What follows belongs to an exercise in optimizing a design on an open flow for small area, a short achievable clock period and few clock cycles; a production flow would make more cautious choices.
Where RTL was checked, it was by simulation tests only, not by an equivalence proof against the original.

Design divider, start of the top module:
module divider (
    input div_clk, reset,
    input div,
    input div_signed,
    input [31:0] x, y,
    input use_mod,
    output [31:0] div_result,
    output div_ok
);
Settings: LEC_CHECK=0, ABC_AREA=1, CAP_MARGIN=20, CORE_MARGIN=2, CORE_UTILIZATION=40, SETUP_SLACK_MARGIN=5, SLEW_MARGIN=20; clock period 8.0 ns.
run.sh (not shown) runs the stock make flow with config.mk's settings and CLKGATE_MAP_FILE= SYNTH_SCRIPT=/design/flow/synth_recipe.tcl, a recipe that flattens the netlist after the stock synthesis.
==> next run, changes <==
ABC_AREA = unset   (was 1)
SETUP_SLACK_MARGIN = 4.5   (was 5)
Cell area is lower by about 12%.
Register-to-register slack gets worse by 0.48 ns.
Hold slack gets better by 0.077 ns.
Via count falls by about 12%.
Worst setup slack degrades by 0.42 ns.
Critical path depth shrinks by 7.
Utilization falls by 8.2 points.
==> next run, changes <==
ABC_AREA = 1   (was unset)
What happened:
- core utilization went up by 0.89 points
- first-iteration DRC count went up by 4.7%
- sequential share of layout area went up by 0.15 points
- via count went up by 8.2%
- synthesized area went down by 2.1%
- count of clock-buffer cells in the layout stays the same
- die area went down by 2.1%
==> next run, changes <==
SETUP_SLACK_MARGIN = 4   (was 4.5)
Sequential share of layout area rose by 2.2 points. Wire length fell by about 5%. Final area fell by about 10%. Non-clock buffer count fell by 92.
No functional check of the RTL was part of any run of this note.

Another version of the RTL of divider (not shown whole).
Size in the first run: ~1900 cells after synthesis, roughly 120 flip-flops, about 12000 µm² of cells after synthesis.
==> flow/config.mk <==
export PLATFORM = sky130hd
export DESIGN_NAME = divider
export DESIGN_NICKNAME = divider
export VERILOG_FILES = /design/flow/design.v
export SDC_FILE = /design/flow/constraint.sdc
export NUM_CORES = 4
export LEC_CHECK = 0
export ABC_AREA = 1
export CAP_MARGIN = 20
export CORE_MARGIN = 2
export CORE_UTILIZATION = 40
export CTS_BUF_LIST = sky130_fd_sc_hd__clkbuf_8
export CTS_CLUSTER_SIZE = 25
export SETUP_SLACK_MARGIN = 4.7
export SLEW_MARGIN = 20
==> flow/constraint.sdc <==
create_clock -name core_clock -period 8.0 [get_ports {div_clk}]
set_input_delay 1.6000 -clock core_clock [delete_from_list [all_inputs] [get_ports {div_clk}]]
set_output_delay 1.6000 -clock core_clock [all_outputs]
set_load 0.01 [all_outputs]
standard.sh (not shown) runs the stock make flow with config.mk's settings and CLKGATE_MAP_FILE= SYNTH_SCRIPT=/design/flow/synth_recipe.tcl, a recipe that flattens the netlist after the stock synthesis.
==> flow/flow/run.sh <==
#!/bin/bash
# The standard layout, with the ports buffered by buf_2 cells instead of
# the delay cells buffer_ports picks by default, and clock tree synthesis
# without dummy loads. Each step's output goes to a log of its own in this
# folder (ORFS also keeps its per-step logs in orfs/logs).
set -euo pipefail
BUF='BUFFER_PORTS_ARGS=-buffer_cell sky130_fd_sc_hd__buf_2'
CTS='CTS_ARGS=-sink_clustering_enable -repair_clock_nets -sink_clustering_size 25 -buf_list sky130_fd_sc_hd__clkbuf_8 -dont_use_dummy_load'
bash standard.sh synth > synth.log 2>&1
bash standard.sh "$BUF" floorplan > floorplan.log 2>&1
bash standard.sh "$BUF" place > place.log 2>&1
bash standard.sh "$BUF" "$CTS" cts > cts.log 2>&1
bash standard.sh "$BUF" "$CTS" route > route.log 2>&1
bash standard.sh "$BUF" "$CTS" finish > finish.log 2>&1
Testbench counts at the start, summed over its fixed seeds: cycles 30,551.
Edit:
==> flow/flow/run.sh (replaced) <==
#!/bin/bash
# The standard layout, with the ports buffered by buf_2 cells instead of
# the delay cells buffer_ports picks by default. Each step's output goes to a
# log of its own.
set -euo pipefail
bash standard.sh synth > synth.log 2>&1
bash standard.sh 'BUFFER_PORTS_ARGS=-buffer_cell sky130_fd_sc_hd__buf_2' finish > layout.log 2>&1
--- a/flow/config.mk
+++ b/flow/config.mk
@@ -13,2 +13,3 @@
 export CTS_CLUSTER_SIZE = 25
+export PLACE_DENSITY = 0.7
 export SETUP_SLACK_MARGIN = 4.7
Effect: The changed run finished with timing, DRC and antenna clean; via count is higher by 3.9%; synthesized area stays the same; design area is higher by 4.3%; setup slack degrades by 0.0032 ns; count of clock-buffer cells in the layout is higher by 2; routed wire length is lower by 0.90%; final cell count is higher by 1.4%; sequential share of layout area is lower by 0.71 points; maximum frequency stays flat.
Edit:
==> flow/run.sh (new file) <==
#!/bin/bash
# synth_recipe.tcl (not shown) runs the flow's synth.tcl, then flattens the netlist and writes it again
# the make line also repeats each setting of config.mk as NAME=value (left out here)
make -C /OpenROAD-flow-scripts/flow DESIGN_CONFIG=/design/flow/config.mk WORK_HOME=/design/flow/orfs CLKGATE_MAP_FILE= SYNTH_SCRIPT=/design/flow/synth_recipe.tcl finish
--- a/flow/config.mk
+++ b/flow/config.mk
@@ -13,3 +13,2 @@
 export CTS_CLUSTER_SIZE = 25
-export PLACE_DENSITY = 0.7
 export SETUP_SLACK_MARGIN = 4.7
removed: flow/flow/run.sh
removed: flow/standard.sh
After rerunning:
- hold slack improved by 0.011 ns
- wire length went up by 6.2%
- fmax is about the same
- utilization is higher by 1.3 points
- worst setup slack got worse by 0.0093 ns
- critical path depth went up by 5
- final area went up by 2.8%
- via count goes down by 1.7%
- sequential cell count stays the same
Edit:
==> flow/flow/run.sh (new file) <==
#!/bin/bash
# The standard layout, with the ports buffered by buf_2 cells instead of
# the delay cells buffer_ports picks by default. Each step's output goes to a
# log of its own in this folder (ORFS also keeps its per-step logs in orfs/logs).
set -euo pipefail
BUF='BUFFER_PORTS_ARGS=-buffer_cell sky130_fd_sc_hd__buf_2'
bash standard.sh synth > synth.log 2>&1
bash standard.sh "$BUF" floorplan > floorplan.log 2>&1
bash standard.sh "$BUF" place > place.log 2>&1
bash standard.sh "$BUF" cts > cts.log 2>&1
bash standard.sh "$BUF" route > route.log 2>&1
bash standard.sh "$BUF" finish > finish.log 2>&1
==> flow/standard.sh (new file) <==
#!/bin/bash
# synth_recipe.tcl (not shown) runs the flow's synth.tcl, then flattens the netlist and writes it again
# the make line also repeats each setting of config.mk as NAME=value (left out here)
make -C /OpenROAD-flow-scripts/flow DESIGN_CONFIG=/design/flow/config.mk WORK_HOME=/design/flow/orfs CLKGATE_MAP_FILE= SYNTH_SCRIPT=/design/flow/synth_recipe.tcl "${@:-finish}"
--- a/flow/config.mk
+++ b/flow/config.mk
@@ -13,3 +13,3 @@
 export CTS_CLUSTER_SIZE = 25
-export SETUP_SLACK_MARGIN = 4.7
+export SETUP_SLACK_MARGIN = 4.6
 export SLEW_MARGIN = 20
removed: flow/run.sh
Via count is lower slightly.
Utilization went down by 3.3 points.
Non-clock buffer count went down by 19.

Another version of the RTL of divider (not shown whole).
For scale: about 120 flip-flops, ~100 I/O pins, roughly 12000 um^2 of cells after synthesis.
clock: 8.0 ns
lec_check: 0
abc_area: 1
cap_margin: 20
core_margin: 2
core_utilization: 40
cts_buf_list: sky130_fd_sc_hd__clkbuf_8
cts_cluster_size: 25
setup_slack_margin: 4.5
slew_margin: 20
==> flow/flow/run.sh <==
#!/bin/bash
# The standard layout, with the ports buffered by buf_4 cells instead of
# the delay cells buffer_ports picks by default. Each step's output goes to a
# log of its own.
set -euo pipefail
bash standard.sh synth > synth.log 2>&1
bash standard.sh 'BUFFER_PORTS_ARGS=-buffer_cell sky130_fd_sc_hd__buf_4' finish > layout.log 2>&1
The first run finished with timing, DRC and antenna clean.
Testbench counts at the start, summed over its fixed seeds: cycles 30,551.
==> next run, changes <==
- CTS_BUF_LIST: sky130_fd_sc_hd__clkbuf_8 -> not set
- CTS_CLUSTER_SIZE: 25 -> not set
- SETUP_SLACK_MARGIN: 4.5 -> 4.7
Register-to-register slack improved by 0.04 ns.
Clock-buffer cell count goes up by 6.
Die area is unchanged.
Final area goes up by about 5%.
Fmax goes up by 4.2%.
Worst setup slack improved by 0.14 ns.
Via count goes up by 1.3%.
==> next run, changes <==
==> flow/flow/run.sh (replaced) <==
#!/bin/bash
# The standard layout, with the ports buffered by buf_2 cells instead of
# the delay cells buffer_ports picks by default. Each step's output goes to a
# log of its own.
set -euo pipefail
bash standard.sh synth > synth.log 2>&1
bash standard.sh 'BUFFER_PORTS_ARGS=-buffer_cell sky130_fd_sc_hd__buf_2' finish > layout.log 2>&1
- CTS_BUF_LIST: not set -> sky130_fd_sc_hd__clkbuf_8
- CTS_CLUSTER_SIZE: not set -> 25
Outcome:
- The new run finished clean
- sequential cell count is unchanged
- via count hardly moves
- global-route usage rises by 0.40 points
- maximum frequency goes up slightly
- worst setup slack improves by 0.034 ns
- wire length fell slightly
- design area is lower by a few percent
==> next run, changes <==
==> flow/flow/run.sh (replaced) <==
#!/bin/bash
# The standard layout, with the ports buffered by buf_4 cells instead of
# the delay cells buffer_ports picks by default. Each step's output goes to a
# log of its own.
set -euo pipefail
bash standard.sh synth > synth.log 2>&1
bash standard.sh 'BUFFER_PORTS_ARGS=-buffer_cell sky130_fd_sc_hd__buf_4' finish > layout.log 2>&1
- CTS_BUF_LIST: sky130_fd_sc_hd__clkbuf_8 -> not set
- CTS_CLUSTER_SIZE: 25 -> not set
- SETUP_SLACK_MARGIN: 4.7 -> 4.5
Register-to-register slack loses 0.23 ns.
First-iteration DRC count came out higher by 7.1%.
Clock-buffer cell count came out higher by 7.
Sequential cell count does not change.
Hold slack loses 0.025 ns.
Clock skew came out lower by 0.0033 ns.
Area after synthesis does not change.
Setup slack loses 0.23 ns.
Global-route usage came out lower by 0.47 points.
Critical path depth came out lower by 3.

## re-timing with driven ports
How much do the figures lean on ideal ports? The routed layouts below were timed once more, with nothing changed but the port constraints.
Step 1 assumes that a clkbuf_16 drives the clock port and a buf_2 every other input.
Step 2 adds t to the input delays and takes it off the output delays; t is the mean of the earliest and latest rising clock arrival at the registers after step 1. Input paths then give back, and output paths get back, about the clock's delay inside the block.
a / b / c = ideal ports / drivers / drivers and shift; a / b = the first two.
| run | t (ns) | slack for setup (ns) | worst setup path after step 2 | clock arrival spread, ns | worst slew at a driven data input, ns |
|---|---|---|---|---|---|
| the first run of note 1 | 0.495 | 4.517 / 4.510 / 4.015 | input to register | 0.011 / 0.012 | 0.06 |
| the second run of note 1 | 0.480 | 4.095 / 4.129 / 3.648 | input to register | 0.014 / 0.015 | 0.16 |
| the third run of note 1 | 0.496 | 4.431 / 4.458 / 3.962 | input to register | 0.012 / 0.012 | 0.06 |
| the fourth run of note 1 | 0.504 | 4.024 / 4.033 / 3.529 | input to register | 0.014 / 0.013 | 0.08 |
| the first run of note 2 | 0.495 | 4.758 / 4.758 / 4.383 | input to register | 0.037 / 0.037 | 0.06 |
| the second run of note 2 | 0.522 | 4.755 / 4.705 / 4.336 | input to register | 0.027 / 0.027 | 0.06 |
| the third run of note 2 | 0.514 | 4.745 / 4.766 / 4.252 | input to register | 0.017 / 0.017 | 0.05 |
| the fourth run of note 2 | 0.500 | 4.657 / 4.657 / 4.270 | input to register | 0.022 / 0.023 | 0.06 |
| the first run of note 3 | 0.506 | 4.656 / 4.663 / 4.156 | input to register | 0.023 / 0.023 | 0.05 |
| the second run of note 3 | 0.476 | 4.791 / 4.791 / 4.346 | input to register | 0.015 / 0.015 | 0.06 |
| the third run of note 3 | 0.522 | 4.825 / 4.832 / 4.322 | input to register | 0.019 / 0.019 | 0.05 |
| the fourth run of note 3 | 0.476 | 4.595 / 4.595 / 4.174 | input to register | 0.014 / 0.014 | 0.05 |
After both steps every run listed still meets setup and hold. For the third run of note 3, which loses most, drivers alone change the setup slack by +0.007 ns; drivers and shift together by -0.503 ns.
